Context: an optimization exercise on an open-source flow, tuned for small area, a short achievable clock period and few clock cycles. The choices shown serve that exercise and are no tape-out recipe.
At most, simulation tests tie the RTL to the original design; equivalence was not proved.
Power figures rest on the tool's default switching activity, not on a simulated workload.

// proc
module proc (
   imem_addr, dmem_addr, dmem_wdata, dmem_we, halted,
   clk, rst, imem_data, dmem_rdata
   );
   input clk;
   input rst;
   input [15:0] imem_data;
   input [15:0] dmem_rdata;
   output [15:0] imem_addr;
   output [15:0] dmem_addr;
   output [15:0] dmem_wdata;
   output dmem_we;
   output halted;
   reg [15:0] ir;       
   reg        v;        
   reg        hf;       
   reg [15:0] pcn;      
   reg [15:0] ra;       
   reg [15:0] rb;       
   reg [15:0] rw;       
   reg        sub;      
   reg [3:0]  samt;     
   reg [15:0] r0, r1, r2, r3, r4, r5, r6, r7;
   wire [4:0] op = ir[15:11];
   wire [2:0] rs = ir[10:8];
   wire [2:0] rt = ir[7:5];
   wire [2:0] rd = ir[4:2];
   wire is_halt  = (op == 5'b00000);
   wire is_j     = (op[4:2] == 3'b001);                    
   wire is_link  = (op[4:1] == 4'b0011);                   
   wire is_br    = (op[4:2] == 3'b011);
   wire is_alui  = (op[4:2] == 3'b010);                    
   wire is_shi   = (op[4:2] == 3'b101);                    
   wire is_st    = (op == 5'b10000);
   wire is_ld    = (op == 5'b10001);
   wire is_slbi  = (op == 5'b10010);
   wire is_stu   = (op == 5'b10011);
   wire is_lbi   = (op == 5'b11000);
   wire is_btr   = (op == 5'b11001);
   wire is_shr   = (op == 5'b11010);
   wire is_arr   = (op == 5'b11011);
   wire is_set   = (op[4:2] == 3'b111);
   wire [15:0] p = ra ^ rb;
   wire [15:0] g = ra & rb;
   wire [15:0] g1, p1, g2, p2, g3, p3, g4, p4;
   genvar gi;
   generate for (gi = 0; gi < 16; gi = gi + 1) begin : g_pfx
      if (gi % 2 == 1) begin : l1a
         assign g1[gi] = g[gi] | (p[gi] & g[gi - 1]);
         assign p1[gi] = p[gi] & p[gi - 1];
  ...
Size in the first run: about 1800 cells after synthesis, about 220 flip-flops, ~84 I/O pins, roughly 0.013 mm^2 of cells after synthesis.
Settings: LEC_CHECK=0, ABC_AREA=1, CAP_MARGIN=20, CORE_MARGIN=2, CORE_UTILIZATION=40, PLACE_DENSITY=0.6, SLEW_MARGIN=20; clock period 12.0 ns.
standard.sh (not shown) runs the stock make flow with config.mk's settings and CLKGATE_MAP_FILE= SYNTH_SCRIPT=/design/flow/synth_recipe.tcl, a recipe that flattens the netlist after the stock synthesis.
==> flow/flow/run.sh <==
#!/bin/bash
# The standard layout (the standard.sh: standard synthesis, ORFS floorplan to finish)
# with two choices of cells changed:
#  - every input and output port still gets its own buffer, but a plain buf_2 instead of
#    the delay cell (clkdlybuf4s50_1) that buffer_ports picks by default;
#  - clock tree synthesis as ORFS runs it, without dummy loads.
set -euo pipefail
bash standard.sh SETUP_SLACK_MARGIN=7 SKIP_LAST_GASP=1 \
  "BUFFER_PORTS_ARGS=-buffer_cell sky130_fd_sc_hd__buf_2" \
  "CTS_ARGS=-sink_clustering_enable -repair_clock_nets -dont_use_dummy_load -buf_list sky130_fd_sc_hd__clkbuf_8 -sink_clustering_size 20" \
  finish > flow_make.log 2>&1
Then changed:
--- a/flow/design.v
+++ b/flow/design.v
@@ -12,21 +12,20 @@
    output dmem_we;
    output halted;
    reg [15:0] ir;       
    reg        v;        
    reg        hf;       
    reg [15:0] pcn;      
    reg [15:0] ra;       
    reg [15:0] rb;       
    reg [15:0] rw;       
    reg        sub;      
-   reg [3:0]  samt;     
    reg [15:0] r0, r1, r2, r3, r4, r5, r6, r7;
    wire [4:0] op = ir[15:11];
    wire [2:0] rs = ir[10:8];
    wire [2:0] rt = ir[7:5];
    wire [2:0] rd = ir[4:2];
    wire is_halt  = (op == 5'b00000);
    wire is_j     = (op[4:2] == 3'b001);                    
    wire is_link  = (op[4:1] == 4'b0011);                   
    wire is_br    = (op[4:2] == 3'b011);
    wire is_alui  = (op[4:2] == 3'b010);                    
@@ -76,39 +75,38 @@
    reg set_r;
    always @(*) begin
       case (op[1:0])
         2'b00: set_r = eq;
         2'b01: set_r = le & ~eq;
         2'b10: set_r = le;
         default: set_r = cout;
       endcase
    end
    wire [1:0] shop = is_shi ? op[1:0] : ir[1:0];          
-   wire [15:0] s1 = samt[0] ? {ra[0], ra[15:1]} : ra;
-   wire [15:0] s2 = samt[1] ? {s1[1:0], s1[15:2]} : s1;
-   wire [15:0] s3 = samt[2] ? {s2[3:0], s2[15:4]} : s2;
-   wire [15:0] s4 = samt[3] ? {s3[7:0], s3[15:8]} : s3;
-   wire [15:0] mask_r = 16'hFFFF >> samt;                  
-   reg [15:0] mask;
-   always @(*) begin
-      case (shop)
-        2'b01: mask = (samt == 4'd0) ? 16'hFFFF : ~mask_r;   
-        2'b11: mask = mask_r;                                
-        default: mask = 16'hFFFF;                            
-      endcase
-   end
-   wire [15:0] shift_r = s4 & mask;
+   wire [3:0] amt  = rb[3:0];
+   wire left = ~shop[1];
    wire [15:0] arev;
-   genvar gr;
-   generate for (gr = 0; gr < 16; gr = gr + 1) begin : g_rev
-      assign arev[gr] = ra[15 - gr];
+   generate for (gi = 0; gi < 16; gi = gi + 1) begin : g_rev
+      assign arev[gi] = ra[15 - gi];
    end endgenerate
+   wire [15:0] sx = left ? arev : ra;
+   wire [15:0] s1 = amt[0] ? {sx[0], sx[15:1]} : sx;
+   wire [15:0] s2 = amt[1] ? {s1[1:0], s1[15:2]} : s1;
+   wire [15:0] s3 = amt[2] ? {s2[3:0], s2[15:4]} : s2;
+   wire [15:0] s4 = amt[3] ? {s3[7:0], s3[15:8]} : s3;
+   wire [15:0] mask = 16'hFFFF >> amt;
+   wire [15:0] sm = shop[0] ? (s4 & mask) : s4;
+   wire [15:0] smrev;
+   generate for (gi = 0; gi < 16; gi = gi + 1) begin : g_rev2
+      assign smrev[gi] = sm[15 - gi];
+   end endgenerate
+   wire [15:0] shift_r = left ? smrev : sm;
    wire lxor = is_alui ? ~op[0] : ~ir[0];
    wire [15:0] logic_r = lxor ? p : (p & ra);
    wire sel_sum = (is_alui & ~op[1]) | is_stu | (is_arr & ~ir[1]);
    wire sel_log = (is_alui & op[1]) | (is_arr & ir[1]);
    wire sel_sh  = is_shi | is_shr;
    wire [15:0] wdata = ({16{sel_sum}} & (sum ^ {16{sub}}))
                      | ({16{sel_log}} & logic_r)
                      | ({16{sel_sh}}  & shift_r)
                      | {15'h0000, is_set & set_r}
                      | ({16{is_btr}}  & arev)
@@ -172,30 +170,26 @@
    wire [15:0] opb = fwb ? wdata : rdb;
    wire f_sub = (fop == 5'b01001) | (fop == 5'b11011 && fi[1:0] == 2'b01)
               | (fop[4:2] == 3'b111 && fop[1:0] != 2'b11);
    reg [15:0] fimm;
    always @(*) begin
       if (fop[4:2] == 3'b001) fimm = fop[0] ? {8'h00, fi[7:0]} : {{5{fi[10]}}, fi[10:0]};
       else if (f_br) fimm = {{8{fi[7]}}, fi[7:0]};
       else fimm = {{11{fi[4]}}, fi[4:0]};
    end
    wire [15:0] fb_val = (fop[4] & fop[3]) ? opb : fimm;
-   wire f_shi = (fop[4:2] == 3'b101);
-   wire [3:0] f_amt = f_shi ? fi[3:0] : opb[3:0];
-   wire f_left = f_shi ? ~fop[1] : ~fi[1];
    always @(posedge clk) begin
       ir  <= fi;
       ra  <= f_pc ? pcn_next : opa;
       rb  <= fb_val ^ {16{f_sub}};
       rw  <= opb;
       sub <= f_sub;
-      samt <= f_left ? 4'd0 - f_amt : f_amt;
    end
    always @(posedge clk) begin
       if (rst) begin
          v   <= 1'b0;
          hf  <= 1'b0;
          pcn <= 16'h0000;
       end else begin
          v   <= 1'b1;
          hf  <= hf | (v & is_halt);
          pcn <= pcn_next;
After rerunning: Utilization climbs by 0.61 points. Cell area went down by 1.7%. Flip-flop and latch count goes down by 4. Via count went down by 2.9%. Total power went down by 7.8%. Non-clock buffer count came out higher by 22. Synthesized area came out lower by 2.9%. Global-route usage is higher by 0.41 points. Sequential share of layout area is about the same. Combinational power falls by 11%. Worst hold slack loses 4.0 ps. Clock-buffer cell count shrinks by 3.
Testbench counts after the change, summed over its fixed seeds: cycles 36,069.
The RTL of the first run of this note was laid out without a check of its function.

Another version of the RTL of proc (not shown whole).
For scale: roughly 1200 cells after synthesis, roughly 180 flip-flops, ~12000 sq um of cells after synthesis.
clock: 12.0 ns
lec_check: 0
cap_margin: 20
core_margin: 2
core_utilization: 40
place_density: 0.6
setup_slack_margin: 5
slew_margin: 20
run.sh (not shown) runs the stock make flow with config.mk's settings and CLKGATE_MAP_FILE= SYNTH_SCRIPT=/design/flow/synth_recipe.tcl, a recipe that flattens the netlist after the stock synthesis.
Stock flow here: none of the scripts above is used.
Testbench counts at the start, summed over its fixed seeds: cycles 36,069.
==> next run, changes <==
--- a/flow/design.v
+++ b/flow/design.v
@@ -7,51 +7,51 @@
    input [15:0] imem_data;
    input [15:0] dmem_rdata;
    output [15:0] imem_addr;
    output [15:0] dmem_addr;
    output [15:0] dmem_wdata;
    output dmem_we;
    output halted;
    reg [15:0] ir;       
    reg [7:0]  sa, sb;   
+   reg        spc;      
    reg        v;        
    reg        hf;       
    reg        sub;      
    reg        use_b;    
    reg [15:0] pcn;      
    reg [15:0] r0, r1, r2, r3, r4, r5, r6, r7;
    wire [4:0] op = ir[15:11];
    wire [2:0] rs = ir[10:8];
    wire [2:0] rt = ir[7:5];
    wire [2:0] rd = ir[4:2];
    wire is_halt  = (op == 5'b00000);
-   wire is_jr    = (op[4:2] == 3'b001) & op[0];            
-   wire is_jd    = (op[4:2] == 3'b001) & ~op[0];           
    wire is_link  = (op[4:1] == 4'b0011);                   
    wire is_br    = (op[4:2] == 3'b011);
    wire is_alui  = (op[4:2] == 3'b010);                    
    wire is_shi   = (op[4:2] == 3'b101);                    
    wire is_st    = (op == 5'b10000);
    wire is_ld    = (op == 5'b10001);
    wire is_slbi  = (op == 5'b10010);
    wire is_stu   = (op == 5'b10011);
    wire is_lbi   = (op == 5'b11000);
    wire is_btr   = (op == 5'b11001);
    wire is_shr   = (op == 5'b11010);
    wire is_arr   = (op == 5'b11011);
    wire is_set   = (op[4:2] == 3'b111);
-   wire [15:0] a = ({16{sa[0]}} & r0) | ({16{sa[1]}} & r1) | ({16{sa[2]}} & r2) | ({16{sa[3]}} & r3)
+   wire [15:0] a = ({16{spc}} & pcn) | ({16{sa[0]}} & r0) | ({16{sa[1]}} & r1) | ({16{sa[2]}} & r2) | ({16{sa[3]}} & r3)
                  | ({16{sa[4]}} & r4) | ({16{sa[5]}} & r5) | ({16{sa[6]}} & r6) | ({16{sa[7]}} & r7);
    wire [15:0] b = ({16{sb[0]}} & r0) | ({16{sb[1]}} & r1) | ({16{sb[2]}} & r2) | ({16{sb[3]}} & r3)
                  | ({16{sb[4]}} & r4) | ({16{sb[5]}} & r5) | ({16{sb[6]}} & r6) | ({16{sb[7]}} & r7);
    wire [15:0] sext5 = {{11{ir[4]}}, ir[4:0]};
    wire [15:0] sext8 = {{8{ir[7]}}, ir[7:0]};
-   wire [15:0] imm = (op[4:2] == 3'b001) ? {8'h00, ir[7:0]} : sext5;
+   wire [15:0] imm = (op[4:2] == 3'b001) ? (op[0] ? {8'h00, ir[7:0]} : {{5{ir[10]}}, ir[10:0]})
+                   : (op[4:2] == 3'b011) ? sext8 : sext5;
    wire [15:0] y = use_b ? b : imm;
    wire [15:0] x = a ^ {16{sub}};
    wire [15:0] p = x ^ y;
    wire [15:0] g = x & y;
    wire [15:0] g0 = {g[15:1], g[0] | (p[0] & sub)};
    wire [15:0] p0 = p;
    wire [15:0] g1, p1, g2, p2, g3, p3, g4, p4;
    genvar gi;
    generate for (gi = 0; gi < 16; gi = gi + 1) begin : g_pfx
@@ -144,45 +144,43 @@
       if (we[3]) r3 <= wd;
       if (we[4]) r4 <= wd;
       if (we[5]) r5 <= wd;
       if (we[6]) r6 <= wd;
       if (we[7]) r7 <= wd;
    end
    assign dmem_addr  = sum;
    assign dmem_wdata = b;
    assign dmem_we    = act & (is_st | is_stu);
-   wire [15:0] joff = is_br ? sext8 : {{5{ir[10]}}, ir[10:0]};
-   wire [15:0] jtgt = pcn + joff;
-   wire az = ~|a;
+   wire bz = ~|b;
    reg bcond;
    always @(*) begin
       case (op[1:0])
-        2'b00: bcond = az;
-        2'b01: bcond = ~az;
-        2'b10: bcond = a[15];
-        default: bcond = ~a[15];
+        2'b00: bcond = bz;
+        2'b01: bcond = ~bz;
+        2'b10: bcond = b[15];
+        default: bcond = ~b[15];
       endcase
    end
-   wire take_j  = v & (is_jd | (is_br & bcond));
-   wire take_jr = v & is_jr;
-   assign imem_addr = take_jr ? sum : (take_j ? jtgt : pcn);
+   wire take = v & ((op[4:2] == 3'b001) | (is_br & bcond));
+   assign imem_addr = take ? sum : pcn;
    always @(posedge clk) begin
       if (rst) begin
          v   <= 1'b0;
          hf  <= 1'b0;
          pcn <= 16'h0000;
       end else begin
          v   <= 1'b1;
          hf  <= hf | (v & is_halt);
          pcn <= imem_addr + 16'd2;
       end
    end
    always @(posedge clk) begin
       ir <= imem_data;
-      sa <= 8'b1 << imem_data[10:8];
-      sb <= 8'b1 << imem_data[7:5];
+      spc <= (imem_data[15:13] == 3'b011) | (imem_data[15:13] == 3'b001 && !imem_data[11]);
+      sa <= ((imem_data[15:13] == 3'b011) | (imem_data[15:13] == 3'b001 && !imem_data[11])) ? 8'h00 : 8'b1 << imem_data[10:8];
+      sb <= 8'b1 << ((imem_data[15:13] == 3'b011) ? imem_data[10:8] : imem_data[7:5]);
       sub <= (imem_data[15:11] == 5'b01001) | (imem_data[15:11] == 5'b11011 && imem_data[1:0] == 2'b01)
            | (imem_data[15:13] == 3'b111 && imem_data[12:11] != 2'b11);
       use_b <= imem_data[15] & imem_data[14];
    end
    assign halted = hf | (v & is_halt);
 endmodule
What happened: Non-clock buffer count rises by 27. Worst setup slack is worse by 0.062 ns. Design area falls by 4.3%. Sequential power rises by about 1%. Sequential cell count rises by 1. Cell count falls by 6.8%. Wire length rises by 5.3%. Clock-buffer cell count is unchanged. Sequential share of layout area rises by 1.6 points. Combinational power rises by 9.8%. Die area falls by 7.4%. Total power rises by 6.0%. Global-route usage rises by 3.6 points. Core utilization rises by 2.2 points.
Testbench counts after the change, summed over its fixed seeds: cycles 36,069.

[what the ideal ports hide]
The results above use ideal ports. As a check the final layouts listed here were re-extracted and re-timed, cells and wires unchanged.
Step 1 sets driving cells, clkbuf_16 on the clock port and buf_2 on the other inputs (assumed; they add their load-dependent delay and slew).
Step 2 adds t to the input delays and takes it off the output delays; t is the mean of the earliest and latest rising clock arrival at the registers after step 1. Input paths then give back, and output paths get back, about the clock's delay inside the block.
a / b / c = ideal ports / drivers / drivers and shift; a / b = the first two.
run | shift t [ns] | setup slack, ns | hold WS [ns]
the first run of note 1 | 0.568 | 6.785 / 6.739 / 6.838 | 0.493 / 0.493 / 0.493
the second run of note 1 | 0.579 | 6.754 / 6.708 / 6.569 | 0.489 / 0.489 / 0.489
the first run of note 2 | 0.495 | 5.199 / 5.151 / 5.646 | 0.614 / 0.614 / 0.614
the second run of note 2 | 0.494 | 5.138 / 5.087 / 5.582 | 0.575 / 0.575 / 0.575
After both steps every run listed still meets setup and hold. The setup slack of the second run of note 1, which loses most, moves by -0.046 ns with the drivers and by -0.185 ns with both steps.
